Source: an optimization exercise on an open RTL-to-GDS flow (aim: small area). Production flows keep margins and buffers that such runs may drop.
The RTL was checked by simulation tests, not by an equivalence proof against the original design.
The flow treats the clock pin as an ideal source, which a real chip does not have.
Power and IR drop assume default switching activity.

<file path="flow/design.v">
module dp_fa(input x, input y, input ci, output s, output co);
    assign s  = x ^ y ^ ci;
    assign co = (x & y) | (x & ci) | (y & ci);
endmodule
module dp_maj(input x, input y, input z, output co);
    assign co = (x & y) | (x & z) | (y & z);
endmodule
module dp_nand(input a, input b, output y);
    assign y = ~(a & b);
endmodule
module dp_and(input a, input b, output y);
    assign y = a & b;
endmodule
module dp_or(input a, input b, output y);
    assign y = a | b;
endmodule
module dp_xor(input a, input b, output y);
    assign y = a ^ b;
endmodule
module dp_xnor(input a, input b, output y);
    assign y = ~(a ^ b);
endmodule
module dp_muxi(input s, input d1, input d0, output y);
    assign y = ~(s ? d1 : d0);
endmodule
module dp_a22o(input a1, input a2, input b1, input b2, output y);
    assign y = (a1 & a2) | (b1 & b2);
endmodule
module dp_a21o(input a1, input a2, input b1, output y);
    assign y = (a1 & a2) | b1;
endmodule
module dp_a222oi(input a1, input a2, input b1, input b2, input c1, input c2, output y);
    assign y = ~((a1 & a2) | (b1 & b2) | (c1 & c2));
endmodule
module dp_inv(input a, output y);
    assign y = ~a;
endmodule
module dp_nor(input a, input b, output y);
    assign y = ~(a | b);
endmodule
module dp_nor3(input a, input b, input c, output y);
    assign y = ~(a | b | c);
endmodule
module dp_and3(input a, input b, input c, output y);
    assign y = a & b & c;
endmodule
module dp_nand3(input a, input b, input c, output y);
    assign y = ~(a & b & c);
endmodule
module dp_nand2b(input an, input b, output y);
    assign y = an | ~b;
endmodule
module dp_o21ai(input a1, input a2, input b1, output y);
    assign y = ~((a1 | a2) & b1);
endmodule
module dp_a21oi(input a1, input a2, input b1, output y);
    assign y = ~((a1 & a2) | b1);
endmodule
module dp_o21a(input a1, input a2, input b1, output y);
    assign y = (a1 | a2) & b1;
endmodule
module dp_mul8(input [7:0] a, input [7:0] b, output [7:0] prod_lo, output [7:0] nprod_hi);
    genvar i, j;
    wire [63:0] npp;                 
    generate
        for (i = 0; i < 8; i = i + 1) begin : g_pi
            for (j = 0; j < 8; j = j + 1) begin : g_pj
                if (i == 0 && j == 0) begin : g_p0
                    dp_and u(.a(a[0]), .b(b[0]), .y(prod_lo[0]));
                end else begin : g_pn
                    dp_nand u(.a(a[j]), .b(b[i]), .y(npp[8*i+j]));
                end
            end
        end
    endgenerate
    wire [71:0] nc;                  
    wire [63:0] ns;                  
    generate
        for (i = 1; i < 8; i = i + 1) begin : g_row
            wire [7:0] nacc;
            if (i == 1) begin : g_a1
                assign nacc = {1'b1, npp[7:1]};
            end else begin : g_an
                assign nacc = {nc[9*(i-1)+8], ns[8*(i-1)+1 +: 7]};
            end
            dp_xor  ux(.a(nacc[0]), .b(npp[8*i]), .y(prod_lo[i]));
            dp_or   uo(.a(nacc[0]), .b(npp[8*i]), .y(nc[9*i+1]));
            for (j = 1; j < 7; j = j + 1) begin : g_col
                if (i == 7) begin : g_last
                    dp_fa u(.x(nacc[j]), .y(npp[8*i+j]), .ci(nc[9*i+j]),
                            .s(nprod_hi[j-1]), .co(nc[9*i+j+1]));
                end else begin : g_mid
                    dp_fa u(.x(nacc[j]), .y(npp[8*i+j]), .ci(nc[9*i+j]),
                            .s(ns[8*i+j]), .co(nc[9*i+j+1]));
                end
            end
            if (i == 1) begin : g_top1
                dp_xnor ux7(.a(npp[8*i+7]), .b(nc[9*i+7]), .y(ns[8*i+7]));
                dp_or   uo7(.a(npp[8*i+7]), .b(nc[9*i+7]), .y(nc[9*i+8]));
            end else if (i == 7) begin : g_top7
                dp_fa u7(.x(nacc[7]), .y(npp[8*i+7]), .ci(nc[9*i+7]),
                         .s(nprod_hi[6]), .co(nprod_hi[7]));
            end else begin : g_top
                dp_fa u7(.x(nacc[7]), .y(npp[8*i+7]), .ci(nc[9*i+7]),
                         .s(ns[8*i+7]), .co(nc[9*i+8]));
            end
        end
    endgenerate
endmodule
module dp_div8(input [7:0] a, input [7:0] b, output [7:0] q);
    genvar r, j;
    wire [7:0] nb;
    generate
        for (j = 0; j < 8; j = j + 1) begin : g_nb
            dp_inv u(.a(b[j]), .y(nb[j]));
        end
    endgenerate
    wire hz6, nz5, hz4, nz3, hz2, nz1, bz, bnz;
    dp_nor  uz6(.a(b[7]), .b(b[6]), .y(hz6));
    dp_nand uz5(.a(hz6),  .b(nb[5]), .y(nz5));
    dp_nor  uz4(.a(nz5),  .b(b[4]), .y(hz4));
    dp_nand uz3(.a(hz4),  .b(nb[3]), .y(nz3));
    dp_nor  uz2(.a(nz3),  .b(b[2]), .y(hz2));
    dp_nand uz1(.a(hz2),  .b(nb[1]), .y(nz1));
    dp_nor  uz0(.a(nz1),  .b(b[0]), .y(bz));
    dp_inv  uzn(.a(bz), .y(bnz));
    wire [63:0] rem;
    wire b_is1, na7;
    dp_nor  u7e(.a(nz1), .b(nb[0]), .y(b_is1));
    dp_and  u7q(.a(a[7]), .b(b_is1), .y(q[7]));
    dp_inv  u7i(.a(a[7]), .y(na7));
    dp_nor  u7r(.a(na7), .b(b_is1), .y(rem[8*7]));
    generate
        for (r = 6; r >= 1; r = r - 1) begin : g_row
            localparam integer W = 8 - r;
            localparam integer POS = (r % 2 == 0);
            wire [W-1:0] t;
            wire [W:0]   c;
            wire [W-1:0] d;
            wire         qb;
            assign t = {rem[8*(r+1) +: W-1], a[r]};
            dp_nand uqb(.a(q[r]), .b(b[0]), .y(qb));
            if (POS) begin : g_p
                dp_or  uc(.a(a[r]), .b(nb[0]), .y(c[1]));
                for (j = 1; j < W; j = j + 1) begin : g_b
                    dp_fa u(.x(t[j]), .y(nb[j]), .ci(c[j]), .s(d[j]), .co(c[j+1]));
                end
                if (W == 2) begin : g_q2
                    dp_and3 uq(.a(hz2), .b(c[W]), .c(bnz), .y(q[r]));
                end else if (W == 4) begin : g_q4
                    dp_and3 uq(.a(hz4), .b(c[W]), .c(bnz), .y(q[r]));
                end else begin : g_q6
                    dp_and3 uq(.a(hz6), .b(c[W]), .c(bnz), .y(q[r]));
                end
                dp_xor ur(.a(a[r]), .b(qb), .y(rem[8*r]));
            end else begin : g_n
                dp_nor uc(.a(a[r]), .b(nb[0]), .y(c[1]));
                for (j = 1; j < W; j = j + 1) begin : g_b
                    dp_fa u(.x(t[j]), .y(b[j]), .ci(c[j]), .s(d[j]), .co(c[j+1]));
                end
                if (W == 3) begin : g_q3
                    dp_nor3 uq(.a(nz3), .b(c[W]), .c(bz), .y(q[r]));
                end else if (W == 5) begin : g_q5
                    dp_nor3 uq(.a(nz5), .b(c[W]), .c(bz), .y(q[r]));
                end else begin : g_q7
                    dp_nor3 uq(.a(b[7]), .b(c[W]), .c(bz), .y(q[r]));
                end
                dp_xnor ur(.a(a[r]), .b(qb), .y(rem[8*r]));
            end
            for (j = 1; j < W; j = j + 1) begin : g_m
                dp_muxi um(.s(q[r]), .d1(d[j]), .d0(t[j]), .y(rem[8*r+j]));
            end
        end
    endgenerate
    wire [8:0] c0;
    wire [7:0] t0 = {rem[8*1 +: 7], a[0]};
    dp_or u0c(.a(a[0]), .b(nb[0]), .y(c0[1]));
    generate
        for (j = 1; j < 8; j = j + 1) begin : g_r0
            dp_maj u(.x(t0[j]), .y(nb[j]), .z(c0[j]), .co(c0[j+1]));
        end
    endgenerate
    dp_and u0q(.a(c0[8]), .b(bnz), .y(q[0]));
endmodule
module dp_addsub8(input [7:0] a, input [7:0] b, input sub, output [7:0] s, output co);
    genvar j;
    wire [7:0] y;
    wire [7:0] c;
    generate
        for (j = 0; j < 8; j = j + 1) begin : g_b
            dp_xor ux(.a(b[j]), .b(sub), .y(y[j]));
            if (j == 0) begin : g_0
                dp_fa u(.x(a[j]), .y(y[j]), .ci(sub), .s(s[j]), .co(c[j]));
            end else if (j == 7) begin : g_7
                dp_fa u(.x(a[j]), .y(y[j]), .ci(c[j-1]), .s(s[j]), .co(co));
            end else begin : g_n
                dp_fa u(.x(a[j]), .y(y[j]), .ci(c[j-1]), .s(s[j]), .co(c[j]));
            end
        end
    endgenerate
endmodule
module operation_control(
    input clk,
    input rst,
    input [3:0] key,
    input [7:0] data_in,
    output reg [1:0] operation,
    output add_next,             
    output nclear,
    output [7:0] as_sum,
    output as_co,
    output [7:0] prod_lo,
    output [7:0] nprod_hi,
    output [7:0] quo
);
    reg [7:0] num1;
    reg [7:0] num2;
    wire z21, nk0, nk3, hold1, ld1, nld2, ld2, hold2, xn21, ldop, clear, holdop;
    dp_nor   uk0(.a(key[2]), .b(key[1]), .y(z21));
    dp_inv   uk1(.a(key[0]), .y(nk0));
    dp_inv   uk2(.a(key[3]), .y(nk3));
    dp_nand  uk3(.a(z21), .b(nk0), .y(hold1));               
    dp_nor   uk4(.a(key[3]), .b(hold1), .y(ld1));
    dp_nand3 uk5(.a(z21), .b(key[3]), .c(nk0), .y(nclear));
    dp_inv   uk6(.a(nclear), .y(clear));
    dp_nand3 uk7(.a(z21), .b(nk3), .c(key[0]), .y(nld2));
    dp_inv   uk8(.a(nld2), .y(ld2));
    dp_and   uk9(.a(nld2), .b(nclear), .y(hold2));           
    dp_xnor  uka(.a(key[2]), .b(key[1]), .y(xn21));
    dp_nor   ukb(.a(key[3]), .b(xn21), .y(ldop));
    dp_nor   ukc(.a(ldop), .b(clear), .y(holdop));
    wire [7:0] num1_d, num2_d;
    wire [1:0] op_d;
    genvar j;
    generate
        for (j = 0; j < 8; j = j + 1) begin : g_d
            dp_a22o u1(.a1(ld1), .a2(data_in[j]), .b1(hold1), .b2(num1[j]), .y(num1_d[j]));
            dp_a22o u2(.a1(ld2), .a2(data_in[j]), .b1(hold2), .b2(num2[j]), .y(num2_d[j]));
        end
    endgenerate
    dp_a22o uo1(.a1(ldop), .a2(key[2]), .b1(holdop), .b2(operation[1]), .y(op_d[1]));
    dp_a22o uo0(.a1(ldop), .a2(key[0]), .b1(holdop), .b2(operation[0]), .y(op_d[0]));
    dp_nor  uoa(.a(op_d[1]), .b(op_d[0]), .y(add_next));
    always @(posedge clk or posedge rst) begin
        if (rst) begin
            num1 <= 0;
            num2 <= 0;
            operation <= 0;
        end else begin
            num1 <= num1_d;
            num2 <= num2_d;
            operation <= op_d;
        end
    end
    dp_addsub8 u_as(.a(num1), .b(num2), .sub(operation[0]), .s(as_sum), .co(as_co));
    dp_mul8    u_mul(.a(num1), .b(num2), .prod_lo(prod_lo), .nprod_hi(nprod_hi));
    dp_div8    u_div(.a(num1), .b(num2), .q(quo));
endmodule
module nib_class(input [3:0] m, output [2:0] y);
    wire p2, x1, n3, x0, y10, y11, x01;
    dp_muxi   u2m(.s(m[1]), .d1(m[2]), .d0(m[3]), .y(p2));
    dp_nand2b u2 (.an(p2), .b(m[0]), .y(y[2]));
    dp_o21ai  u1a(.a1(m[1]), .a2(m[0]), .b1(m[3]), .y(x1));
    dp_inv    u1i(.a(m[3]), .y(n3));
    dp_o21ai  u1b(.a1(m[0]), .a2(n3), .b1(m[1]), .y(x0));
    dp_muxi   u1m(.s(m[2]), .d1(x0), .d0(x1), .y(y[1]));
    dp_xnor   u0a(.a(m[1]), .b(m[0]), .y(y10));
    dp_nand2b u0b(.an(y10), .b(m[3]), .y(y11));
    dp_xnor   u0c(.a(m[3]), .b(m[1]), .y(x01));
    dp_muxi   u0m(.s(m[2]), .d1(x01), .d0(y11), .y(y[0]));
endmodule
module display_control(
    input clk,
    input rst,
    input [1:0] operation,
    input add_next,
    input nclear,
    input [7:0] as_sum,
    input as_co,
    input [7:0] prod_lo,
    input [7:0] nprod_hi,
    input [7:0] quo,
    output reg [7:0] data_out,
    output [3:0] seg,
    output [3:0] dig
);
    reg [7:0] dmask;
    reg       ovh;
    reg [2:0] ncode;
    reg [2:0] dcode;
    reg [2:0] scode;
    reg [1:0] scan_count;
    reg       started;
    wire o1 = operation[1], o0 = operation[0];
    wire sc1 = scan_count[1], sc0 = scan_count[0];
    wire no1, no0, is_add, nsel_mul, sel_mul, sel_div, nis_sub;
    dp_inv  ud1(.a(o1), .y(no1));
    dp_inv  ud0(.a(o0), .y(no0));
    dp_nor  ud2(.a(o1), .b(o0), .y(is_add));
    dp_nand ud3(.a(o1), .b(no0), .y(nsel_mul));
    dp_inv  ud4(.a(nsel_mul), .y(sel_mul));
    dp_and  ud5(.a(o1), .b(o0), .y(sel_div));
    dp_nand ud6(.a(no1), .b(o0), .y(nis_sub));
    wire ov_t, novf_next, borrow, pm15, nhi15_next, ovh_next;
    dp_a21o  uo1(.a1(sel_div), .a2(nclear), .b1(is_add), .y(ov_t));
    dp_nand  uo2(.a(ovh), .b(ov_t), .y(novf_next));
    dp_nor   uh1(.a(nis_sub), .b(as_co), .y(borrow));
    dp_nor   uh2(.a(nsel_mul), .b(nprod_hi[7]), .y(pm15));
    dp_nor   uh3(.a(borrow), .b(pm15), .y(nhi15_next));
    dp_muxi  uh4(.s(add_next), .d1(nhi15_next), .d0(novf_next), .y(ovh_next));
    wire [7:0] nres_lo, dmask_d;
    genvar j;
    generate
        for (j = 0; j < 8; j = j + 1) begin : g_lo
            dp_a222oi u(.a1(no1), .a2(as_sum[j]), .b1(sel_mul), .b2(prod_lo[j]),
                        .c1(sel_div), .c2(quo[j]), .y(nres_lo[j]));
            dp_nand   um(.a(novf_next), .b(nres_lo[j]), .y(dmask_d[j]));
        end
    endgenerate
    wire nsc0, sc1_next, pick_b74, pick_b118, carry8, bc8;
    dp_inv  us0(.a(sc0), .y(nsc0));
    dp_xor  us1(.a(sc1), .b(sc0), .y(sc1_next));      
    dp_nor  up1(.a(sc1), .b(sc0), .y(pick_b74));
    dp_nor  up2(.a(sc1), .b(nsc0), .y(pick_b118));
    dp_and3 up3(.a(is_add), .b(as_co), .c(pick_b118), .y(carry8));
    dp_or   up4(.a(borrow), .b(carry8), .y(bc8));
    wire [3:0] lo_nib, p_nib, hi_nib, nnib;
    generate
        for (j = 0; j < 4; j = j + 1) begin : g_nib
            dp_muxi ul(.s(pick_b74), .d1(nres_lo[4+j]), .d0(nres_lo[j]), .y(lo_nib[j]));
            dp_muxi up(.s(pick_b118), .d1(nprod_hi[j]), .d0(nprod_hi[4+j]), .y(p_nib[j]));
            if (j == 0) begin : g_h0
                dp_a21o uh(.a1(sel_mul), .a2(p_nib[j]), .b1(bc8), .y(hi_nib[j]));
            end else begin : g_hn
                dp_a21o uh(.a1(sel_mul), .a2(p_nib[j]), .b1(borrow), .y(hi_nib[j]));
            end
            dp_muxi un(.s(sc1_next), .d1(hi_nib[j]), .d0(lo_nib[j]), .y(nnib[j]));
        end
    endgenerate
    wire [2:0] ncode_d;
    nib_class u_class(.m(nnib), .y(ncode_d));
    always @(posedge clk or posedge rst) begin
        if (rst) begin
            data_out <= 0;
            dmask <= 0;
            ovh <= 0;
            ncode <= 3'b010;         
            dcode <= 3'b010;
            scode <= 3'b011;         
            scan_count <= 0;
            started <= 0;
        end else begin
            dmask <= dmask_d;
            ovh <= ovh_next;
            data_out <= dmask;
            ncode <= ncode_d;
            dcode <= ncode;
            scode <= dcode;
            scan_count <= {sc1_next, nsc0};
            started <= 1'b1;
        end
    end
    wire nx2;
    dp_inv   ug2(.a(scode[2]), .y(nx2));
    dp_nor   ug3(.a(nx2), .b(scode[0]), .y(seg[3]));
    assign seg[2] = scode[2];
    dp_inv   ug1(.a(scode[1]), .y(seg[1]));
    dp_a21oi ug0(.a1(scode[1]), .a2(scode[2]), .b1(scode[0]), .y(seg[0]));
    wire nsc1;
    dp_inv   ui1(.a(sc1), .y(nsc1));
    dp_o21a  ug7(.a1(sc1),  .a2(nsc0), .b1(started), .y(dig[3]));
    dp_o21a  ug6(.a1(nsc1), .a2(sc0),  .b1(started), .y(dig[2]));
    dp_o21a  ug5(.a1(nsc1), .a2(nsc0), .b1(started), .y(dig[1]));
    dp_o21a  ug4(.a1(sc1),  .a2(sc0),  .b1(started), .y(dig[0]));
endmodule
module yqc_jisuanqi(
    input clk,
    input rst,
    input [3:0] key,
    input [7:0] data_in,
    output wire [7:0] data_out,
    output wire [3:0] seg,
    output wire [3:0] dig
);
    wire [1:0]  operation;
    wire        add_next;
    wire        nclear;
    wire [7:0]  as_sum;
    wire        as_co;
    wire [7:0] prod_lo;
    wire [7:0] nprod_hi;
    wire [7:0]  quo;
    operation_control u_operation_control(
     .clk(clk),
     .rst(rst),
     .key(key),
     .data_in(data_in),
     .operation(operation),
     .add_next(add_next),
     .nclear(nclear),
     .as_sum(as_sum),
     .as_co(as_co),
     .prod_lo(prod_lo),
     .nprod_hi(nprod_hi),
     .quo(quo)
    );
    display_control u_display_control(
     .clk(clk),
     .rst(rst),
     .operation(operation),
     .add_next(add_next),
     .nclear(nclear),
     .as_sum(as_sum),
     .as_co(as_co),
     .prod_lo(prod_lo),
     .nprod_hi(nprod_hi),
     .quo(quo),
     .data_out(data_out),
     .seg(seg),
     .dig(dig)
    );
endmodule
</file>
<file path="flow/flow/run.sh">
#!/bin/bash
export BUFFER_PORTS_ARGS="-buffer_cell sky130_fd_sc_hd__buf_1"
export CTS_ARGS="-sink_clustering_enable -repair_clock_nets -buf_list sky130_fd_sc_hd__clkbuf_8 -dont_use_dummy_load"
bash standard.sh > standard.log 2>&1
</file>
<file path="flow/standard.sh">
#!/bin/bash
# synth_recipe.tcl (not shown) runs the flow's synth.tcl, then flattens the netlist and writes it again
# the make line also repeats each setting of config.mk as NAME=value (left out here)
make -C /OpenROAD-flow-scripts/flow DESIGN_CONFIG=/design/flow/config.mk WORK_HOME=/design/flow/orfs CLKGATE_MAP_FILE= SYNTH_SCRIPT=/design/flow/synth_recipe.tcl "${@:-finish}"
</file>
<file path="flow/config.mk">
export PLATFORM = sky130hd
export DESIGN_NAME = yqc_jisuanqi
export DESIGN_NICKNAME = yqc_jisuanqi
export VERILOG_FILES = /design/flow/design.v
export SDC_FILE = /design/flow/constraint.sdc
export NUM_CORES = 4
export LEC_CHECK = 0
export CAP_MARGIN = 20
export CORE_MARGIN = 2
export CORE_UTILIZATION = 40
export GPL_TIMING_DRIVEN = 0
export SLEW_MARGIN = 20
export SYNTH_HIERARCHICAL = 1
</file>
<file path="flow/constraint.sdc">
create_clock -name core_clock -period 33.0 [get_ports {clk}]
set_input_delay 6.6000 -clock core_clock [delete_from_list [all_inputs] [get_ports {clk}]]
set_output_delay 6.6000 -clock core_clock [all_outputs]
set_load 0.01 [all_outputs]
</file>
==> results_tabular.tex, run 1 <==
\begin{tabular}{lr}
\hline
Metric & Value \\
\hline
\multicolumn{2}{l}{\textbf{Layout}} \\
\quad N\_diodes & 0 \\
\quad Synth-to-Final Area Change & 8.00\% \\
\quad Layout Nets & 519 \\
\quad Number of fillers in the final layout & 1022 \\
\quad Share of cells above drive strength 1 & 5.16\% \\
\multicolumn{2}{l}{\textbf{Synthesis}} \\
\quad Number of distinct library cells after synthesis & 24 \\
\quad Leading cell types by count after synthesis & sky130\_fd\_sc\_hd\_\_nand2\_1, sky130\_fd\_sc\_hd\_\_fa\_1, sky130\_fd\_sc\_hd\_\_dfrtp\_1, sky130\_fd\_sc\_hd\_\_mux2i\_1, sky130\_fd\_sc\_hd\_\_inv\_1 \\
\quad Sequential-to-total area share from yosys stat & 26.8\% \\
\quad Yosys top cell by area & sky130\_fd\_sc\_hd\_\_fa\_1 \\
\quad Cell with the most instances after synthesis & sky130\_fd\_sc\_hd\_\_nand2\_1 \\
\quad Leading post-synthesis cells by cell area & sky130\_fd\_sc\_hd\_\_fa\_1, sky130\_fd\_sc\_hd\_\_dfrtp\_1, sky130\_fd\_sc\_hd\_\_mux2i\_1 \\
\quad Primary FF master, synth & sky130\_fd\_sc\_hd\_\_dfrtp\_1 \\
\quad Post-synthesis async set-or-reset flop share & 100\% \\
\quad Number of warnings issued by yosys & 8 \\
\quad EDFF count, synth & 0 \\
\quad Area share of the leading cell type in the synthesized netlist & 35.0\% \\
\quad Synthesized instance count & 392 \\
\quad Total of flip-flops plus latches after synthesis & 47 \\
\quad Net count of the mapped netlist & 483 \\
\quad Synthesized area per cell & 11.2 um2 \\
\quad Post-synth design cell area & 4410 um2 \\
\multicolumn{2}{l}{\textbf{Power and ir drop}} \\
\quad Fraction of power consumed by the clock network & 9.6\% \\
\quad Leakage power summed over all cells & 1.76 nW \\
\quad Internal Pwr Total & 0.000176 W \\
\quad Sequential power share & 31.1\% \\
\quad IR Drop Worst-Case VDD & 0.0262 mV \\
\quad NetSw & 0.000133 W \\
\quad Proportion of power drawn by combinational gates & 59.3\% \\
\quad Fraction of power spent switching nets & 43.1\% \\
\quad Cell area power density & 64.8 nW/um2 \\
\quad Design Power & 0.000309 W \\
\multicolumn{2}{l}{\textbf{Clock tree}} \\
\quad Latest clock arrival within the worst-skew pair & 300 ps \\
\quad CTS clk-pin slew, worst paths & 90 ps \\
\quad Max clock buf depth & 2 \\
\quad Post-cts sizing count & 0 \\
\quad CTS hold repair buffers & 0 \\
\quad CTS HTree Levels & 2 \\
\quad TritonCTS clock tree & yes \\
\quad Clock Sinks & 47 \\
\quad Number of CTS-inserted buffers & 5 \\
\quad Clock tree root driver cell & sky130\_fd\_sc\_hd\_\_clkbuf\_8 \\
\quad Post-CTS Setup Bufs & 0 \\
\multicolumn{2}{l}{\textbf{Worst setup path}} \\
\quad Worst EP required & 33230 ps \\
\quad Sort of element at the end of the critical path & flip-flop \\
\quad Classification of the worst setup path & flip-flop to flip-flop \\
\quad Critical path launch point type & flip-flop \\
\quad Cell seen most often among critical-path stages & sky130\_fd\_sc\_hd\_\_fa\_1 \\
\quad Slowest-stage cell, CP & sky130\_fd\_sc\_hd\_\_nor3\_2 \\
\quad Crit path max fanout & 12 \\
\quad Biggest cell delay along the critical path & 660 ps \\
\quad Endpoint arrival time on the critical path & 18100 ps \\
\multicolumn{2}{l}{\textbf{Detailed routing}} \\
\quad DRC viols & 0 \\
\quad Detail-routed net length per standard cell & 15.3 um \\
\quad Sum of routed wire length over all layers & 8.64 mm \\
\quad Iteration count of the initial detailed-routing pass & 5 \\
\quad Vias per Instance & 5.25 \\
\quad Via count & 2970 \\
\quad DRC marker count from the first detailed-route iteration & 181 \\
\quad DRT antenna net count & 0 \\
\multicolumn{2}{l}{\textbf{Placed design}} \\
\quad GPL Wtd Cong & 0.828 \\
\quad IO buf count & 29 \\
\quad Detailed placement HPWL & 7.01 mm \\
\quad Place WS & 15090 ps \\
\multicolumn{2}{l}{\textbf{Global route}} \\
\quad Vias in the first global route & 3096 \\
\quad Global-route congestion overflow total & 0 \\
\quad Pin count of the biggest net entering global routing & 30 \\
\quad Antenna violations before repair & 0 \\
\quad Total global routing track utilization & 16.3\% \\
\quad Global-route wire length before repair & 14.9 mm \\
\multicolumn{2}{l}{\textbf{Floorplan}} \\
\quad Die Y-Extent & 109 um \\
\quad I/O Pins & 30 \\
\quad Die footprint & 11900 um2 \\
\quad Width of the chip & 109 um \\
\quad Initial core utilization & 40.9\% \\
\quad Area of the core region & 10800 um2 \\
\quad Count of standard-cell rows & 38 \\
\multicolumn{2}{l}{\textbf{STA}} \\
\quad Final setup vio count & 0 \\
\quad Final clock skew & 21.3 ps \\
\quad Min Tclk post-route & 17870 ps \\
\quad Worst slew slack as a fraction of its limit & 48.1\% \\
\quad Setup repair after global routing missed its margin & false \\
\quad Measured slew at the worst slew-check pin & 774 ps \\
\quad Hold violation count in the final report & 0 \\
\quad Setup TNS & 0 ps \\
\quad Number of max-slew violations in the final report & 0 \\
\quad Highest clock rate & 56.0 MHz \\
\quad Post-route clock period utilization & 54.1\% \\
\quad Final Worst Setup Slack & 15130 ps \\
\multicolumn{2}{l}{\textbf{Outcome}} \\
\quad Outcome & timing/DRC/antenna clean \\
\multicolumn{2}{l}{\textbf{Run}} \\
\quad Max\_cap viols & 0 \\
\multicolumn{2}{l}{\textbf{Hold path}} \\
\quad Hold Crit Class & flip-flop to flip-flop \\
\hline
\end{tabular}
[cell type report]
cell class / count / area, um2 / share of cell area, %
inverter: 24 / 90.1 / 1.89
sequential: 47 / 1180 / 24.8
timing repair buffer: 29 / 109 / 2.29
multi-input combinational: 320 / 3130 / 65.7
buffer: 1 / 7.51 / 0.158
tap: 140 / 175 / 3.68
clock buffer: 5 / 68.8 / 1.45
[cell families after synthesis]
| kind of cell | Yosys count | share of synthesized area [%] |
|---|---|---|
| AOI/OAI and AO/OA | 38 | 7.35 |
| adders and majority gates | 84 | 36.7 |
| other | 1 | 0.0850 |
| muxes | 37 | 8.40 |
| xor gates and xnor gates | 26 | 5.16 |
| and+or+nand+nor | 134 | 13.3 |
| buffers and inverters | 25 | 2.21 |
| DFF | 47 | 26.8 |
[power by group through the flow]
| stage | logic [W] | clock network (W) | registers (W) |
|---|---|---|---|
| 2_1_floorplan | 0.000145 | 0 | 0.0000937 |
| 3_3_place_gp | 0.000179 | 0 | 0.0000970 |
| 3_5_place_dp | 0.000186 | 0 | 0.0000976 |
| 4_1_cts | 0.000187 | 0.0000317 | 0.0000964 |
| 5_1_grt | 0.000211 | 0.0000349 | 0.0000990 |
| 6_report | 0.000183 | 0.0000297 | 0.0000960 |
[metrics by stage]
step	hold WS (ps)	cell area [um2]	util, %	cells
after floorplan	331	4410	-	392
after global placement	333	4690	43.5	561
after detailed placement	338	4690	43.5	561
after CTS	353	4760	44.1	566
after global routing	360	4760	44.1	566
final	349	4760	44.1	566
[registers in the layout, indices dropped and copies added (netlist names)]
signal / count
u_operation_control.num1: 8
u_display_control.dmask: 8
u_display_control.data_out: 8
u_display_control.dcode: 3
u_operation_control.operation: 2
u_operation_control.num2: 8
u_display_control.ovh: 1
u_display_control.scan_count: 2
u_display_control.scode: 3
u_display_control.started: 1
u_display_control.ncode: 3
[final timing paths]
| check | startpoint | end | slack [ps] | cells after the start |
|---|---|---|---|---|
| max in group asynchronous | rst | u_operation_control.num1[3]$_DFF_PP0_ | 26160 | 2 |
| worst max-delay path | u_operation_control.num2[5]$_DFF_PP0_ | u_display_control.ncode[0]$_DFF_PP0_ | 15130 | 61 |
| worst max register to register | u_operation_control.num2[5]$_DFF_PP0_ | u_display_control.ncode[0]$_DFF_PP0_ | 15130 | 61 |
| worst min register to register | u_display_control.dmask[7]$_DFF_PP0_ | u_display_control.data_out[7]$_DFF_PP0_ | 350 | 0 |
| worst min-delay path | u_display_control.dmask[7]$_DFF_PP0_ | u_display_control.data_out[7]$_DFF_PP0_ | 350 | 0 |
| min in group asynchronous | rst | u_display_control.scan_count[0]$_DFF_PP0_ | 6340 | 2 |
[per-module statistics from Yosys (local to each module, per instance), excerpt]
module	copies in the design	area [um2]	flops+latches
dp_nand	84	3.75	0
dp_a22o	18	8.76	0
dp_nand3	2	5.00	0
dp_fa	77	20.0	0
dp_xnor	7	8.76	0
display_control	1	746	29
operation_control	1	454	18
dp_a21oi	1	8.76	0
dp_or	13	6.26	0
dp_nor3	3	10.0	0
dp_inv	22	3.75	0
dp_and3	4	6.26	0
dp_xor	19	8.76	0
dp_o21ai	2	5.00	0
dp_nor	21	3.75	0
[layout by cell type (no fill, tap or decap)]
cell | synthesis | routed
sky130_fd_sc_hd__xor2_1 | 19 | 19
sky130_fd_sc_hd__xnor2_1 | 7 | 7
sky130_fd_sc_hd__buf_1 | 0 | 29
sky130_fd_sc_hd__a222oi_1 | 8 | 8
sky130_fd_sc_hd__and3_1 | 4 | 4
sky130_fd_sc_hd__and2_1 | 5 | 5
sky130_fd_sc_hd__nand2b_1 | 2 | 2
sky130_fd_sc_hd__fa_1 | 77 | 77
sky130_fd_sc_hd__a21o_1 | 5 | 5
sky130_fd_sc_hd__mux2i_1 | 37 | 37
sky130_fd_sc_hd__nor3_2 | 3 | 3
sky130_fd_sc_hd__o21ai_1 | 2 | 2
sky130_fd_sc_hd__nor2_1 | 21 | 21
sky130_fd_sc_hd__a22o_1 | 18 | 18
sky130_fd_sc_hd__dfrtp_1 | 43 | 43
sky130_fd_sc_hd__buf_4 | 1 | 1
sky130_fd_sc_hd__maj3_2 | 7 | 7
sky130_fd_sc_hd__a21oi_2 | 1 | 1
sky130_fd_sc_hd__nand2_1 | 84 | 84
sky130_fd_sc_hd__conb_1 | 1 | 1
sky130_fd_sc_hd__clkbuf_8 | 0 | 5
sky130_fd_sc_hd__inv_1 | 24 | 23
sky130_fd_sc_hd__dfstp_2 | 4 | 4
sky130_fd_sc_hd__inv_2 | 0 | 1
sky130_fd_sc_hd__nand3_1 | 2 | 2
sky130_fd_sc_hd__or2_1 | 13 | 13
sky130_fd_sc_hd__o21a_1 | 4 | 4
[per-layer routing]
layer / up-vias / track usage [%] / part of all wire, %
li1: 1369 / - / -
met2: 80 / 26.9 / 48
met1: 1510 / 22.6 / 46
met4: 0 / 3.85 / 1.5
met3: 11 / 2.57 / 4.7
met5: - / 0 / 0
[worst max-delay path, delay by kind of cell (launching register included)]
kind,cells,cell delay (ps)
AOI/OAI and AO/OA,1,370
xor gates and xnor gates,7,1010
adders and majority gates,28,10710
buffers and inverters,1,210
DFF,1,570
muxes,3,590
and+or+nand+nor,21,4290
==> inputs of run 2 (changes only) <==
--- a/flow/design.v
+++ b/flow/design.v
@@ -281,14 +281,16 @@
     input [7:0] nprod_hi,
     input [7:0] quo,
     output reg [7:0] data_out,
-    output [3:0] seg,
+    output seg3,                 
+    output reg seg2,             
+    output [1:0] seg10,          
     output [3:0] dig
 );
     reg [7:0] dmask;
     reg       ovh;
     reg [2:0] ncode;
     reg [2:0] dcode;
-    reg [2:0] scode;
+    reg [1:0] scode;             
     reg [1:0] scan_count;
     reg       started;
     wire o1 = operation[1], o0 = operation[0];
@@ -346,7 +348,8 @@
             ovh <= 0;
             ncode <= 3'b010;         
             dcode <= 3'b010;
-            scode <= 3'b011;         
+            scode <= 2'b11;          
+            seg2 <= 1'b0;
             scan_count <= 0;
             started <= 0;
         end else begin
@@ -355,17 +358,17 @@
             data_out <= dmask;
             ncode <= ncode_d;
             dcode <= ncode;
-            scode <= dcode;
+            scode <= dcode[1:0];
+            seg2 <= dcode[2];
             scan_count <= {sc1_next, nsc0};
             started <= 1'b1;
         end
     end
     wire nx2;
-    dp_inv   ug2(.a(scode[2]), .y(nx2));
-    dp_nor   ug3(.a(nx2), .b(scode[0]), .y(seg[3]));
-    assign seg[2] = scode[2];
-    dp_inv   ug1(.a(scode[1]), .y(seg[1]));
-    dp_a21oi ug0(.a1(scode[1]), .a2(scode[2]), .b1(scode[0]), .y(seg[0]));
+    dp_inv   ug2(.a(seg2), .y(nx2));
+    dp_nor   ug3(.a(nx2), .b(scode[0]), .y(seg3));
+    dp_inv   ug1(.a(scode[1]), .y(seg10[1]));
+    dp_a21oi ug0(.a1(scode[1]), .a2(seg2), .b1(scode[0]), .y(seg10[0]));
     wire nsc1;
     dp_inv   ui1(.a(sc1), .y(nsc1));
     dp_o21a  ug7(.a1(sc1),  .a2(nsc0), .b1(started), .y(dig[3]));
@@ -416,7 +419,9 @@
      .nprod_hi(nprod_hi),
      .quo(quo),
      .data_out(data_out),
-     .seg(seg),
+     .seg3(seg[3]),
+     .seg2(seg[2]),
+     .seg10(seg[1:0]),
      .dig(dig)
     );
 endmodule
==> results_tabular.tex, run 2 <==
\begin{tabular}{lr}
\hline
Metric & Value \\
\hline
\multicolumn{2}{l}{\textbf{Synthesis}} \\
\quad Net count of the mapped netlist & 482 \\
\quad Synthesized instance count & 391 \\
\quad Total of flip-flops plus latches after synthesis & 47 \\
\quad Area share of the leading cell type in the synthesized netlist & 35.0\% \\
\quad EDFF count, synth & 0 \\
\quad Sequential-to-total area share from yosys stat & 26.8\% \\
\quad Leading cell types by count after synthesis & sky130\_fd\_sc\_hd\_\_nand2\_1, sky130\_fd\_sc\_hd\_\_fa\_1, sky130\_fd\_sc\_hd\_\_dfrtp\_1, sky130\_fd\_sc\_hd\_\_mux2i\_1, sky130\_fd\_sc\_hd\_\_inv\_1 \\
\quad Yosys top cell by area & sky130\_fd\_sc\_hd\_\_fa\_1 \\
\quad Cell with the most instances after synthesis & sky130\_fd\_sc\_hd\_\_nand2\_1 \\
\quad Post-synthesis async set-or-reset flop share & 100\% \\
\quad Number of distinct library cells after synthesis & 23 \\
\quad Synthesized area per cell & 11.3 um2 \\
\quad Leading post-synthesis cells by cell area & sky130\_fd\_sc\_hd\_\_fa\_1, sky130\_fd\_sc\_hd\_\_dfrtp\_1, sky130\_fd\_sc\_hd\_\_mux2i\_1 \\
\quad Post-synth design cell area & 4400 um2 \\
\quad Primary FF master, synth & sky130\_fd\_sc\_hd\_\_dfrtp\_1 \\
\quad Number of warnings issued by yosys & 8 \\
\multicolumn{2}{l}{\textbf{Global route}} \\
\quad Pin count of the biggest net entering global routing & 30 \\
\quad Global-route congestion overflow total & 0 \\
\quad Global-route wire length before repair & 15.1 mm \\
\quad Antenna violations before repair & 0 \\
\quad Total global routing track utilization & 16.5\% \\
\quad Vias in the first global route & 3216 \\
\multicolumn{2}{l}{\textbf{Hold path}} \\
\quad Hold Crit Class & flip-flop to flip-flop \\
\multicolumn{2}{l}{\textbf{Clock tree}} \\
\quad Latest clock arrival within the worst-skew pair & 310 ps \\
\quad Post-cts sizing count & 0 \\
\quad Number of CTS-inserted buffers & 5 \\
\quad CTS hold repair buffers & 0 \\
\quad CTS clk-pin slew, worst paths & 90 ps \\
\quad Post-CTS Setup Bufs & 0 \\
\quad Clock Sinks & 47 \\
\quad Clock tree root driver cell & sky130\_fd\_sc\_hd\_\_clkbuf\_8 \\
\quad CTS HTree Levels & 2 \\
\quad TritonCTS clock tree & yes \\
\quad Max clock buf depth & 2 \\
\multicolumn{2}{l}{\textbf{STA}} \\
\quad Final setup vio count & 0 \\
\quad Worst hold slack across all endpoints & 330 ps \\
\quad Final Worst Setup Slack & 15070 ps \\
\quad Min Tclk post-route & 17930 ps \\
\quad Measured slew at the worst slew-check pin & 809 ps \\
\quad Post-route clock period utilization & 54.3\% \\
\quad Worst slew slack as a fraction of its limit & 45.7\% \\
\quad Hold violation count in the final report & 0 \\
\quad Number of max-slew violations in the final report & 0 \\
\quad Setup repair after global routing missed its margin & false \\
\quad Final clock skew & 24.5 ps \\
\quad Highest clock rate & 55.8 MHz \\
\quad Setup TNS & 0 ps \\
\multicolumn{2}{l}{\textbf{Detailed routing}} \\
\quad DRT antenna net count & 0 \\
\quad Detail-routed net length per standard cell & 15.1 um \\
\quad DRC viols & 0 \\
\quad Iteration count of the initial detailed-routing pass & 4 \\
\quad Sum of routed wire length over all layers & 8.56 mm \\
\quad Via count & 2914 \\
\quad DRC marker count from the first detailed-route iteration & 135 \\
\quad Vias per Instance & 5.16 \\
\multicolumn{2}{l}{\textbf{Worst setup path}} \\
\quad Worst reg2reg setup slack & 15070 ps \\
\quad Sort of element at the end of the critical path & flip-flop \\
\quad Cell seen most often among critical-path stages & sky130\_fd\_sc\_hd\_\_fa\_1 \\
\quad Worst EP required & 33240 ps \\
\quad Biggest cell delay along the critical path & 690 ps \\
\quad Slowest-stage cell, CP & sky130\_fd\_sc\_hd\_\_nor3\_2 \\
\quad Critical path launch point type & flip-flop \\
\quad Classification of the worst setup path & flip-flop to flip-flop \\
\quad Crit path max fanout & 12 \\
\quad Endpoint arrival time on the critical path & 18170 ps \\
\multicolumn{2}{l}{\textbf{Floorplan}} \\
\quad Width of the chip & 109 um \\
\quad Initial core utilization & 40.8\% \\
\quad Die Y-Extent & 109 um \\
\quad Area of the core region & 10800 um2 \\
\quad Count of standard-cell rows & 38 \\
\quad Die footprint & 11900 um2 \\
\quad I/O Pins & 30 \\
\multicolumn{2}{l}{\textbf{Placed design}} \\
\quad GPL Wtd Cong & 0.815 \\
\quad Post-Place Cell Area & 4690 um2 \\
\quad Total instance count after detailed placement & 560 \\
\quad Detailed placement HPWL & 7.00 mm \\
\quad Place WS & 15150 ps \\
\quad IO buf count & 29 \\
\multicolumn{2}{l}{\textbf{Power and ir drop}} \\
\quad IR Drop Worst-Case VDD & 0.0272 mV \\
\quad Cell area power density & 64.9 nW/um2 \\
\quad Leakage power summed over all cells & 1.76 nW \\
\multicolumn{2}{l}{\textbf{Outcome}} \\
\quad Outcome & timing/DRC/antenna clean \\
\multicolumn{2}{l}{\textbf{Layout}} \\
\quad Final std cells w/o fill & 565 \\
\quad Share of cells above drive strength 1 & 4.94\% \\
\quad Synth-to-Final Area Change & 8.02\% \\
\quad Layout Nets & 518 \\
\quad Most frequent cells in the layout & sky130\_fd\_sc\_hd\_\_nand2\_1, sky130\_fd\_sc\_hd\_\_fa\_1, sky130\_fd\_sc\_hd\_\_dfrtp\_1 \\
\quad Final design area excluding fillers & 4750 um2 \\
\quad N\_diodes & 0 \\
\quad Number of fillers in the final layout & 1036 \\
\quad Commonest non-fill, non-tap cell in the layout & sky130\_fd\_sc\_hd\_\_nand2\_1 \\
\multicolumn{2}{l}{\textbf{Run}} \\
\quad Max\_cap viols & 0 \\
\hline
\end{tabular}
[run 2: cell types whose count changed after synthesis, sizes merged]
| cell | delta |
|---|---|
| buf | -1 |
[run 2: layer usage]
layer | wire length (um) | vias to the layer above | global-route usage, %
li1 | - | 1365 | -
met1 | 3940 | 1475 | 22.6
met2 | 4160 | 65 | 27.6
met3 | 348 | 9 | 2.21
met4 | 104 | 0 | 4.30
met5 | 0 | - | 0
[run 2: logic make-up after synthesis]
kind of cell | Yosys count | share of synthesized area, %
other | 1 | 0.0852
adder cells (fa/ha/maj) | 84 | 36.8
AND/OR/NAND/NOR | 134 | 13.3
multiplexers | 37 | 8.41
AO/OA/AOI/OAI | 38 | 7.36
buffers and inverters | 24 | 2.05
XOR/XNOR | 26 | 5.17
flip-flops | 47 | 26.8
[run 2: Yosys stat by module (local to each module, per instance), a selection]
module | times used | cells | flops+latches | area (um2)
operation_control | 1 | 19 | 18 | 454
dp_maj | 7 | 1 | 0 | 11.3
dp_a222oi | 8 | 1 | 0 | 10.0
dp_inv | 22 | 1 | 0 | 3.75
dp_xnor | 7 | 1 | 0 | 8.76
dp_nor | 21 | 1 | 0 | 3.75
dp_nand3 | 2 | 1 | 0 | 5.00
dp_a22o | 18 | 1 | 0 | 8.76
dp_o21a | 4 | 1 | 0 | 7.51
display_control | 1 | 31 | 29 | 738
dp_o21ai | 2 | 1 | 0 | 5.00
dp_nand | 84 | 1 | 0 | 3.75
dp_muxi | 37 | 1 | 0 | 10.0
dp_a21o | 5 | 1 | 0 | 7.51
dp_or | 13 | 1 | 0 | 6.26
[run 2: final cells by class]
cell class              instances  area [um2]  area share (%)
clock buffers                   5        68.8            1.45
inverters                      24        90.1            1.89
repair buffers                 29         109            2.29
flip-flops and latches         47        1180            24.8
well taps                     140         175            3.68
multi-input cells             320        3130            65.8
[run 2: final timing paths]
check,from,to,cells past startpoint
max,u_operation_control.num2[5]$_DFF_PP0_,u_display_control.ncode[0]$_DFF_PP0_,61
min,u_display_control.dmask[6]$_DFF_PP0_,u_display_control.data_out[6]$_DFF_PP0_,0
min in group asynchronous,rst,u_display_control.scan_count[0]$_DFF_PP0_,2
min reg2reg,u_display_control.dmask[6]$_DFF_PP0_,u_display_control.data_out[6]$_DFF_PP0_,0
max reg2reg,u_operation_control.num2[5]$_DFF_PP0_,u_display_control.ncode[0]$_DFF_PP0_,61
max in group asynchronous,rst,u_operation_control.num1[5]$_DFF_PP0_,2
[run 2: power breakdown]
group,total (W),leakage (nW),internal [W],switching (W)
Combinational,0.000183,1.14,0.0000843,0.0000985
Sequential,0.0000960,0.581,0.0000772,0.0000189
Clock,0.0000299,0.0359,0.0000136,0.0000163
Total,0.000309,1.76,0.000175,0.000134
[run 2: through the flow]
step	utilization [%]	total power, W
2_1_floorplan	-	0.000238
3_3_place_gp	43.4	0.000276
3_5_place_dp	43.4	0.000283
5_1_grt	44.1	0.000341
6_report	44.1	0.000309
4_1_cts	44.1	0.000314
[run 2: worst max-delay path: cells and delay by family, from the launching register on]
kind	cells	cell delay, ps
mux	3	600
xor+xnor	7	1040
compound gates	1	370
simple gates	21	4290
flops	1	570
fa+ha+maj	28	10740
buf+inv	1	220
==> inputs of run 3 (changes only) <==
--- a/flow/design.v
+++ b/flow/design.v
@@ -41,6 +41,9 @@
 module dp_nor3(input a, input b, input c, output y);
     assign y = ~(a | b | c);
 endmodule
+module dp_or3(input a, input b, input c, output y);
+    assign y = a | b | c;
+endmodule
 module dp_and3(input a, input b, input c, output y);
     assign y = a & b & c;
 endmodule
@@ -292,7 +295,6 @@
     reg [2:0] dcode;
     reg [1:0] scode;             
     reg [1:0] scan_count;
-    reg       started;
     wire o1 = operation[1], o0 = operation[0];
     wire sc1 = scan_count[1], sc0 = scan_count[0];
     wire no1, no0, is_add, nsel_mul, sel_mul, sel_div, nis_sub;
@@ -348,10 +350,9 @@
             ovh <= 0;
             ncode <= 3'b010;         
             dcode <= 3'b010;
-            scode <= 2'b11;          
+            scode <= 2'b00;          
             seg2 <= 1'b0;
             scan_count <= 0;
-            started <= 0;
         end else begin
             dmask <= dmask_d;
             ovh <= ovh_next;
@@ -361,14 +362,16 @@
             scode <= dcode[1:0];
             seg2 <= dcode[2];
             scan_count <= {sc1_next, nsc0};
-            started <= 1'b1;
         end
     end
-    wire nx2;
+    wire nx2, s1a, s0a, started;
     dp_inv   ug2(.a(seg2), .y(nx2));
     dp_nor   ug3(.a(nx2), .b(scode[0]), .y(seg3));
-    dp_inv   ug1(.a(scode[1]), .y(seg10[1]));
-    dp_a21oi ug0(.a1(scode[1]), .a2(seg2), .b1(scode[0]), .y(seg10[0]));
+    dp_nor   ug1a(.a(seg2), .b(scode[0]), .y(s1a));
+    dp_nor   ug1(.a(scode[1]), .b(s1a), .y(seg10[1]));
+    dp_xnor  ug0a(.a(scode[1]), .b(seg2), .y(s0a));
+    dp_nor   ug0(.a(scode[0]), .b(s0a), .y(seg10[0]));
+    dp_or3   ust(.a(seg2), .b(scode[1]), .c(scode[0]), .y(started));
     wire nsc1;
     dp_inv   ui1(.a(sc1), .y(nsc1));
     dp_o21a  ug7(.a1(sc1),  .a2(nsc0), .b1(started), .y(dig[3]));
==> results_tabular.tex, run 3 <==
\begin{tabular}{lr}
\hline
Metric & Value \\
\hline
\multicolumn{2}{l}{\textbf{Power and ir drop}} \\
\quad Proportion of power drawn by combinational gates & 60.2\% \\
\quad Cell area power density & 65.8 nW/um2 \\
\quad Design Power & 0.000312 W \\
\quad Leakage power summed over all cells & 1.74 nW \\
\quad IR Drop Worst-Case VDD & 0.0274 mV \\
\quad Fraction of power consumed by the clock network & 9.5\% \\
\quad Internal Pwr Total & 0.000175 W \\
\quad Sequential power share & 30.3\% \\
\quad Fraction of power spent switching nets & 43.9\% \\
\quad NetSw & 0.000137 W \\
\multicolumn{2}{l}{\textbf{Clock tree}} \\
\quad Clock tree root driver cell & sky130\_fd\_sc\_hd\_\_clkbuf\_8 \\
\quad CTS HTree Levels & 2 \\
\quad CTS clk-pin slew, worst paths & 70 ps \\
\quad Number of CTS-inserted buffers & 5 \\
\quad Max clock buf depth & 2 \\
\quad CTS hold repair buffers & 0 \\
\quad Post-cts sizing count & 0 \\
\quad TritonCTS clock tree & yes \\
\quad Clock Sinks & 46 \\
\quad Latest clock arrival within the worst-skew pair & 290 ps \\
\quad Post-CTS Setup Bufs & 0 \\
\multicolumn{2}{l}{\textbf{Detailed routing}} \\
\quad DRT antenna net count & 0 \\
\quad Iteration count of the initial detailed-routing pass & 5 \\
\quad Via count & 2955 \\
\quad DRC viols & 0 \\
\quad Vias per Instance & 5.22 \\
\quad Sum of routed wire length over all layers & 8.81 mm \\
\quad Detail-routed net length per standard cell & 15.6 um \\
\quad DRC marker count from the first detailed-route iteration & 164 \\
\multicolumn{2}{l}{\textbf{Global route}} \\
\quad Global-route congestion overflow total & 0 \\
\quad Global-route wire length before repair & 15.2 mm \\
\quad Vias in the first global route & 3109 \\
\quad Antenna violations before repair & 0 \\
\quad Total global routing track utilization & 16.5\% \\
\quad Pin count of the biggest net entering global routing & 29 \\
\multicolumn{2}{l}{\textbf{STA}} \\
\quad Min Tclk post-route & 17800 ps \\
\quad Final clock skew & 15.2 ps \\
\quad Post-route clock period utilization & 53.9\% \\
\quad Setup repair after global routing missed its margin & false \\
\quad Highest clock rate & 56.2 MHz \\
\quad Hold violation count in the final report & 0 \\
\quad Final setup vio count & 0 \\
\quad Measured slew at the worst slew-check pin & 844 ps \\
\quad Setup TNS & 0 ps \\
\quad Worst slew slack as a fraction of its limit & 43.4\% \\
\quad Number of max-slew violations in the final report & 0 \\
\multicolumn{2}{l}{\textbf{Worst setup path}} \\
\quad Sort of element at the end of the critical path & flip-flop \\
\quad Cell seen most often among critical-path stages & sky130\_fd\_sc\_hd\_\_fa\_1 \\
\quad Crit path max fanout & 13 \\
\quad Endpoint arrival time on the critical path & 18010 ps \\
\quad Worst EP required & 33210 ps \\
\quad Critical path launch point type & flip-flop \\
\quad Slowest-stage cell, CP & sky130\_fd\_sc\_hd\_\_dfrtp\_1 \\
\quad Biggest cell delay along the critical path & 750 ps \\
\quad Classification of the worst setup path & flip-flop to flip-flop \\
\multicolumn{2}{l}{\textbf{Synthesis}} \\
\quad Net count of the mapped netlist & 483 \\
\quad Total of flip-flops plus latches after synthesis & 46 \\
\quad EDFF count, synth & 0 \\
\quad Number of distinct library cells after synthesis & 22 \\
\quad Post-synth design cell area & 4380 um2 \\
\quad Post-synthesis async set-or-reset flop share & 100\% \\
\quad Synthesized instance count & 392 \\
\quad Yosys top cell by area & sky130\_fd\_sc\_hd\_\_fa\_1 \\
\quad Cell with the most instances after synthesis & sky130\_fd\_sc\_hd\_\_nand2\_1 \\
\quad Sequential-to-total area share from yosys stat & 26.3\% \\
\quad Leading post-synthesis cells by cell area & sky130\_fd\_sc\_hd\_\_fa\_1, sky130\_fd\_sc\_hd\_\_dfrtp\_1, sky130\_fd\_sc\_hd\_\_mux2i\_1 \\
\quad Number of warnings issued by yosys & 8 \\
\quad Area share of the leading cell type in the synthesized netlist & 35.2\% \\
\quad Leading cell types by count after synthesis & sky130\_fd\_sc\_hd\_\_nand2\_1, sky130\_fd\_sc\_hd\_\_fa\_1, sky130\_fd\_sc\_hd\_\_dfrtp\_1, sky130\_fd\_sc\_hd\_\_mux2i\_1, sky130\_fd\_sc\_hd\_\_nor2\_1 \\
\quad Primary FF master, synth & sky130\_fd\_sc\_hd\_\_dfrtp\_1 \\
\quad Synthesized area per cell & 11.2 um2 \\
\multicolumn{2}{l}{\textbf{Layout}} \\
\quad N\_diodes & 0 \\
\quad Share of cells above drive strength 1 & 4.23\% \\
\quad Final design utilization & 44.1\% \\
\quad Synth-to-Final Area Change & 8.05\% \\
\quad Area occupied by multi-input gates & 3140 um2 \\
\quad Layout Nets & 519 \\
\quad Commonest non-fill, non-tap cell in the layout & sky130\_fd\_sc\_hd\_\_nand2\_1 \\
\quad Most frequent cells in the layout & sky130\_fd\_sc\_hd\_\_nand2\_1, sky130\_fd\_sc\_hd\_\_fa\_1, sky130\_fd\_sc\_hd\_\_dfrtp\_1 \\
\quad Number of fillers in the final layout & 1063 \\
\quad Register area & 1150 um2 \\
\multicolumn{2}{l}{\textbf{Run}} \\
\quad Max\_cap viols & 0 \\
\multicolumn{2}{l}{\textbf{Floorplan}} \\
\quad Area of the core region & 10700 um2 \\
\quad Width of the chip & 109 um \\
\quad Die Y-Extent & 109 um \\
\quad I/O Pins & 30 \\
\quad Initial core utilization & 40.8\% \\
\quad Count of standard-cell rows & 38 \\
\quad Die footprint & 11800 um2 \\
\multicolumn{2}{l}{\textbf{Hold path}} \\
\quad Hold Crit Class & flip-flop to flip-flop \\
\multicolumn{2}{l}{\textbf{Placed design}} \\
\quad GPL Wtd Cong & 0.835 \\
\quad IO buf count & 29 \\
\quad Detailed placement HPWL & 7.01 mm \\
\multicolumn{2}{l}{\textbf{Outcome}} \\
\quad Outcome & timing/DRC/antenna clean \\
\hline
\end{tabular}
-- run 3: worst max-delay path, delay by kind of cell, from the launching register on --
kind / cells / cell delay, ps
buffers and inverters: 1 / 290
xor gates and xnor gates: 7 / 1100
muxes: 3 / 620
DFF: 1 / 750
and+or+nand+nor: 19 / 4050
AOI/OAI and AO/OA: 1 / 350
adders and majority gates: 28 / 10540
-- run 3: area by class of cell --
cell class,instances,area share (%)
clock buffers,5,1.45
inverters,23,1.82
flip-flops and latches,46,24.4
well taps,140,3.70
multi-input cells,323,66.4
repair buffers,29,2.30
-- run 3: cells by family after synthesis --
group,share of synthesized area [%]
AO/OA/AOI/OAI,7.19
adder cells (fa/ha/maj),37.0
flip-flops,26.3
multiplexers,8.45
buffers and inverters,1.97
AND/OR/NAND/NOR,13.7
XOR/XNOR,5.39
-- run 3: through the flow --
step                      hold WS (ps)  setup slack [ps]  cell area, um2  instances
after floorplan                    331             17010            4380        392
after global placement             333             15320            4670        561
after detailed placement           335             15250            4670        561
after CTS                          352             15170            4740        566
after global routing               363             14120            4740        566
final                              351             15200            4740        566
-- run 3: power groups by stage --
stage	clock network (W)	logic (W)	registers, W
after global placement	0	0.000183	0.0000954
after floorplan	0	0.000147	0.0000921
after detailed placement	0	0.000189	0.0000964
after CTS	0.0000311	0.000190	0.0000951
final	0.0000296	0.000188	0.0000944
after global routing	0.0000338	0.000213	0.0000977
-- run 3: metal layers --
metal | vias to the layer above | share of wire (%) | track usage, %
met5 | - | 0 | 0
met4 | 0 | 0.72 | 2.47
met3 | 6 | 4.4 | 2.39
met2 | 71 | 48 | 28.0
met1 | 1507 | 47 | 23.0
li1 | 1371 | - | -
-- run 3: Yosys stat by module, one instance, submodules excluded, excerpt --
module             area [um2]  flip-flops and latches  cells inside
operation_control         454                      18            19
dp_maj                   11.3                       0             1
dp_a222oi                10.0                       0             1
dp_and                   6.26                       0             1
dp_or3                   6.26                       0             1
dp_o21ai                 5.00                       0             1
dp_inv                   3.75                       0             1
dp_nor                   3.75                       0             1
-- run 3: worst paths after layout --
kind | start | cells past startpoint | endpoint | slack, ps
max in group asynchronous | rst | 2 | u_operation_control.num1[0]$_DFF_PP0_ | 26150
min in group asynchronous | rst | 2 | u_display_control.scan_count[1]$_DFF_PP0_ | 6350
hold / removal | u_display_control.ncode[2]$_DFF_PP0_ | 0 | u_display_control.dcode[2]$_DFF_PP0_ | 350
setup / recovery | u_operation_control.num2[3]$_DFF_PP0_ | 59 | u_display_control.ncode[0]$_DFF_PP0_ | 15200
hold reg to reg | u_display_control.ncode[2]$_DFF_PP0_ | 0 | u_display_control.dcode[2]$_DFF_PP0_ | 350
setup reg to reg | u_operation_control.num2[3]$_DFF_PP0_ | 59 | u_display_control.ncode[0]$_DFF_PP0_ | 15200
==> inputs of run 4 (changes only) <==
==> flow/flow/run.sh (replaced) <==
#!/bin/bash
export BUFFER_PORTS_ARGS="-buffer_cell sky130_fd_sc_hd__buf_1"
export PRE_CTS_TCL="$PWD/flow/pre_cts.tcl"
export CTS_ARGS="-sink_clustering_enable -repair_clock_nets -buf_list sky130_fd_sc_hd__clkbuf_8 -dont_use_dummy_load"
bash standard.sh > standard.log 2>&1
==> flow/flow/manual_cts.tcl (new file) <==
# Clock buffering for a small design: split the flip-flops into K groups by
# location (k-means) and drive each group from one clock buffer placed at its
# centre; the clock port feeds only these K buffers.
proc manual_cts { K bufcell } {
  set block [ord::get_db_block]
  set pts {}
  foreach i [$block getInsts] {
    if {[[$i getMaster] isSequential]} {
      set bb [$i getBBox]
      lappend pts [list $i [expr {([$bb xMin] + [$bb xMax]) / 2.0}] [expr {([$bb yMin] + [$bb yMax]) / 2.0}]]
    }
  }
  set pts [lsort -real -index 1 $pts]
  set n [llength $pts]
  # initial centres: spread along x
  set cs {}
  for {set k 0} {$k < $K} {incr k} {
    set p [lindex $pts [expr {int(($k + 0.5) * $n / $K)}]]
    lappend cs [list [lindex $p 1] [lindex $p 2]]
  }
  for {set it 0} {$it < 50} {incr it} {
    set groups {}
    for {set k 0} {$k < $K} {incr k} { lappend groups {} }
    foreach p $pts {
      set best 0; set bd 1e30
      for {set k 0} {$k < $K} {incr k} {
        set c [lindex $cs $k]
        set d [expr {abs([lindex $p 1] - [lindex $c 0]) + abs([lindex $p 2] - [lindex $c 1])}]
        if {$d < $bd} { set bd $d; set best $k }
      }
      lset groups $best [concat [lindex $groups $best] [list $p]]
    }
    set ncs {}
    for {set k 0} {$k < $K} {incr k} {
      set g [lindex $groups $k]
      if {[llength $g] == 0} { lappend ncs [lindex $cs $k]; continue }
      set sx 0; set sy 0
      foreach p $g { set sx [expr {$sx + [lindex $p 1]}]; set sy [expr {$sy + [lindex $p 2]}] }
      lappend ncs [list [expr {$sx / [llength $g]}] [expr {$sy / [llength $g]}]]
    }
    set cs $ncs
  }
  set dbu [$block getDbUnitsPerMicron]
  for {set k 0} {$k < $K} {incr k} {
    set g [lindex $groups $k]
    if {[llength $g] == 0} continue
    set pins {}
    foreach p $g {
      set inst [lindex $p 0]
      foreach it [$inst getITerms] {
        if {[[$it getMTerm] getName] eq "CLK"} {
          lappend pins [get_pins -of_objects [get_cells [$inst getName]] -filter "name == CLK"]
        }
      }
    }
    set c [lindex $cs $k]
    set x [expr {[lindex $c 0] / $dbu}]; set y [expr {[lindex $c 1] / $dbu}]
    puts "clock group $k: [llength $g] flip-flops, buffer at $x $y"
    insert_buffer -buffer_cell $bufcell -net clk -load_pins $pins -location [list $x $y] -buffer_name clkbuf_leaf_$k
  }
}
==> flow/flow/pre_cts.tcl (new file) <==
# Runs inside ORFS's cts.tcl before clock_tree_synthesis: buffer the clock
# with three clock buffers, one per group of nearby flip-flops, so that the
# tree builder finds every clock net already buffered and leaves it as is.
source [file join [file dirname [info script]] manual_cts.tcl]
manual_cts 3 sky130_fd_sc_hd__clkbuf_8
--- a/flow/config.mk
+++ b/flow/config.mk
@@ -7,7 +7,7 @@
 export LEC_CHECK = 0
 export CAP_MARGIN = 20
 export CORE_MARGIN = 2
-export CORE_UTILIZATION = 40
+export CORE_UTILIZATION = 65
 export GPL_TIMING_DRIVEN = 0
 export SLEW_MARGIN = 20
 export SYNTH_HIERARCHICAL = 1
==> results_tabular.tex, run 4 <==
\begin{tabular}{lr}
\hline
Metric & Value \\
\hline
\multicolumn{2}{l}{\textbf{Worst setup path}} \\
\quad Worst EP required & 33000 ps \\
\quad Critical path launch point type & flip-flop \\
\quad Number of cells traversed by the worst register-to-register path & 61 \\
\quad Biggest cell delay along the critical path & 700 ps \\
\quad Crit Reg-Reg Endpoint & u\_display\_control.ncode[0]\$\_DFF\_PP0\_ \\
\quad Worst reg2reg setup slack & 15020 ps \\
\quad Number of buffers and inverters on the critical path & 1 \\
\quad Cell seen most often among critical-path stages & sky130\_fd\_sc\_hd\_\_fa\_1 \\
\quad Sort of element at the end of the critical path & flip-flop \\
\quad Endpoint arrival time on the critical path & 17980 ps \\
\quad Cell family contributing the most delay on the critical path & adder cells \\
\quad Crit path max fanout & 12 \\
\quad Classification of the worst setup path & flip-flop to flip-flop \\
\multicolumn{2}{l}{\textbf{Global route}} \\
\quad Vias in the first global route & 3103 \\
\quad Global-route congestion overflow total & 0 \\
\quad Global-route wire length before repair & 14.5 mm \\
\quad Pin count of the biggest net entering global routing & 29 \\
\quad Total global routing track utilization & 24.4\% \\
\quad Antenna violations before repair & 0 \\
\multicolumn{2}{l}{\textbf{Layout}} \\
\quad Commonest non-fill, non-tap cell in the layout & sky130\_fd\_sc\_hd\_\_nand2\_1 \\
\quad Layout Nets & 517 \\
\quad Most frequent cells in the layout & sky130\_fd\_sc\_hd\_\_nand2\_1, sky130\_fd\_sc\_hd\_\_fa\_1, sky130\_fd\_sc\_hd\_\_dfrtp\_1 \\
\quad Share of cells above drive strength 1 & 3.54\% \\
\multicolumn{2}{l}{\textbf{STA}} \\
\quad Measured slew at the worst slew-check pin & 890 ps \\
\quad Setup repair after global routing missed its margin & false \\
\quad Hold violation count in the final report & 0 \\
\quad Post-route clock period utilization & 54.5\% \\
\quad Number of max-slew violations in the final report & 0 \\
\quad Setup TNS & 0 ps \\
\quad Worst slew slack as a fraction of its limit & 40.3\% \\
\quad Final setup vio count & 0 \\
\quad Highest clock rate & 55.6 MHz \\
\multicolumn{2}{l}{\textbf{Synthesis}} \\
\quad Area share of the leading cell type in the synthesized netlist & 35.2\% \\
\quad Adder-cell share of the synthesized area & 37.0\% \\
\quad Total of flip-flops plus latches after synthesis & 46 \\
\quad Area share of and/or/nand/nor cells after synthesis & 13.7\% \\
\quad Number of distinct library cells after synthesis & 22 \\
\quad Xor/xnor cell area share of the yosys netlist & 5.39\% \\
\quad Synthesized instance count & 392 \\
\quad Synthesized area per cell & 11.2 um2 \\
\quad Post-synthesis async set-or-reset flop share & 100\% \\
\quad Sequential-to-total area share from yosys stat & 26.3\% \\
\quad Net count of the mapped netlist & 483 \\
\quad Proportion of synthesized area in mux cells & 8.45\% \\
\quad Combinational family with the most area after synthesis & adder cells \\
\quad EDFF count, synth & 0 \\
\quad Number of warnings issued by yosys & 8 \\
\quad Primary FF master, synth & sky130\_fd\_sc\_hd\_\_dfrtp\_1 \\
\quad Yosys top cell by area & sky130\_fd\_sc\_hd\_\_fa\_1 \\
\multicolumn{2}{l}{\textbf{Power and ir drop}} \\
\quad NetSw & 0.000134 W \\
\quad Internal Pwr Total & 0.000171 W \\
\multicolumn{2}{l}{\textbf{Placed design}} \\
\quad Place WS & 15180 ps \\
\quad Detailed placement HPWL & 6.69 mm \\
\quad IO buf count & 29 \\
\quad GPL Wtd Cong & 0.820 \\
\multicolumn{2}{l}{\textbf{Detailed routing}} \\
\quad DRT antenna net count & 0 \\
\quad Vias per Instance & 6.05 \\
\quad Sum of routed wire length over all layers & 8.47 mm \\
\quad Via count & 3030 \\
\quad DRC viols & 0 \\
\quad Iteration count of the initial detailed-routing pass & 5 \\
\quad Detail-routed net length per standard cell & 16.9 um \\
\multicolumn{2}{l}{\textbf{Clock tree}} \\
\quad Latest clock arrival within the worst-skew pair & 160 ps \\
\quad Post-CTS Setup Bufs & 0 \\
\multicolumn{2}{l}{\textbf{Outcome}} \\
\quad Outcome & timing/DRC/antenna clean \\
\multicolumn{2}{l}{\textbf{Hold path}} \\
\quad Hold Crit Class & flip-flop to flip-flop \\
\quad Hold worst-path end & u\_display\_control.scode[0]\$\_DFF\_PP0\_ \\
\quad Min-Delay Startpoint & u\_display\_control.dcode[0]\$\_DFF\_PP0\_ \\
\multicolumn{2}{l}{\textbf{Floorplan}} \\
\quad Die Y-Extent & 86.1 um \\
\quad Count of standard-cell rows & 29 \\
\quad Die footprint & 7420 um2 \\
\hline
\end{tabular}
==> run 4: worst register-to-register path: cells and delay by family, from the launching register on <==
kind | cells | cell delay (ps)
and+or+nand+nor | 21 | 4230
AOI/OAI and AO/OA | 1 | 370
adders and majority gates | 28 | 10610
buffers and inverters | 1 | 210
muxes | 3 | 530
DFF | 1 | 680
xor gates and xnor gates | 7 | 1190
==> run 4: worst max path at each step <==
| stage | startpoint | to | slack, ps | depth (start not counted) |
|---|---|---|---|---|
| 6_report | u_operation_control.num2[5]$_DFF_PP0_ | u_display_control.ncode[0]$_DFF_PP0_ | 15020 | 61 |
| 5_1_grt | u_operation_control.num2[3]$_DFF_PP0_ | u_display_control.ncode[0]$_DFF_PP0_ | 14180 | 59 |
| 4_1_cts | u_operation_control.num2[5]$_DFF_PP0_ | u_display_control.ncode[0]$_DFF_PP0_ | 15140 | 61 |
| 3_5_place_dp | u_operation_control.num2[5]$_DFF_PP0_ | u_display_control.ncode[0]$_DFF_PP0_ | 15180 | 61 |
| 3_3_place_gp | u_operation_control.num2[5]$_DFF_PP0_ | u_display_control.ncode[0]$_DFF_PP0_ | 15500 | 61 |
| 2_1_floorplan | u_operation_control.num2[6]$_DFF_PP0_ | u_display_control.ncode[0]$_DFF_PP0_ | 17010 | 61 |
==> run 4: cells by family (layout without fill, tap and decap cells) <==
family	count (synthesis)	after routing
buffers and inverters	23	55
flip-flops	46	46
adder cells (fa/ha/maj)	84	84
multiplexers	37	37
AO/OA/AOI/OAI	37	37
AND/OR/NAND/NOR	138	138
XOR/XNOR	27	27
==> run 4: through the flow <==
stage	power, W	instance area [um2]	hold slack [ps]	util, %	std cells
after floorplan	0.000239	4380	331	-	392
after global routing	0.000335	4630	319	72.1	501
final	0.000305	4630	323	72.1	501
after global placement	0.000276	4590	332	71.5	498
after CTS	0.000304	4630	336	72.1	501
after detailed placement	0.000286	4590	336	71.5	498
==> run 4: final cells by class, without the clock buffers <==
| type | instances | area [um2] |
|---|---|---|
| inverter | 23 | 86.3 |
| multi-input combinational | 323 | 3140 |
| tap | 77 | 96.3 |
| timing repair buffer | 29 | 109 |
| sequential | 46 | 1150 |
| fill | 469 | 1790 |
==> run 4: per-module statistics from Yosys, one instance, submodules excluded, a selection <==
module             flops+latches  cell area (um2)  cells
operation_control             18              454     19
dp_fa                          0             20.0      1
dp_a222oi                      0             10.0      1
dp_nor3                        0             10.0      1
dp_muxi                        0             10.0      1
dp_a22o                        0             8.76      1
dp_a21o                        0             7.51      1
dp_o21a                        0             7.51      1
dp_or3                         0             6.26      1
dp_or                          0             6.26      1
dp_inv                         0             3.75      1
==> run 4: power by group through the flow <==
stage          registers (W)  logic (W)  clock network [W]
2_1_floorplan      0.0000921   0.000147                  0
3_3_place_gp       0.0000946   0.000181                  0
3_5_place_dp       0.0000958   0.000190                  0
4_1_cts            0.0000958   0.000191          0.0000167
5_1_grt            0.0000973   0.000214          0.0000236
6_report           0.0000942   0.000190          0.0000211
==> run 4: metal layers <==
| metal | GRT usage (%) | vias up | routed length [um] | part of all wire [%] |
|---|---|---|---|---|
| met1 | 34.9 | 1566 | 3640 | 43 |
| met3 | 1.54 | 8 | 352 | 4.2 |
| met5 | 0 | - | 0 | 0 |
| li1 | - | 1363 | - | - |
| met2 | 43.2 | 93 | 4430 | 52 |
| met4 | 2.02 | 0 | 55 | 0.65 |

[port drivers added, routing unchanged]
How much do the figures lean on ideal ports? The routed layouts below were timed once more, with nothing changed but the port constraints.
Step 1 (the two cells are an assumption about what drives the block):
set clk [get_ports {clk}]
set_driving_cell -lib_cell sky130_fd_sc_hd__clkbuf_16 $clk
set_driving_cell -lib_cell sky130_fd_sc_hd__buf_2 [delete_from_list [all_inputs] $clk]
Step 2 times the ports against the registers' clock, not the clock port: input delays grow and output delays shrink by t, the midpoint of the rising clock arrivals with the driver on.
Slacks: ideal / step 1 / step 2; pairs: ideal / step 1.
| run | t (ns) | slack for setup (ns) | hold slack, ns | worst setup path at the end |
|---|---|---|---|---|
| run 1 | 0.320 | 15.133 / 15.133 / 15.133 | 0.349 / 0.349 / 0.349 | register to register |
| run 2 | 0.323 | 15.065 / 15.065 / 15.065 | 0.330 / 0.330 / 0.330 | register to register |
| run 3 | 0.311 | 15.203 / 15.203 / 15.203 | 0.351 / 0.351 / 0.351 | register to register |
| run 4 | 0.188 | 15.018 / 15.018 / 15.018 | 0.323 / 0.323 / 0.323 | register to register |
After both steps every run listed still meets setup and hold.
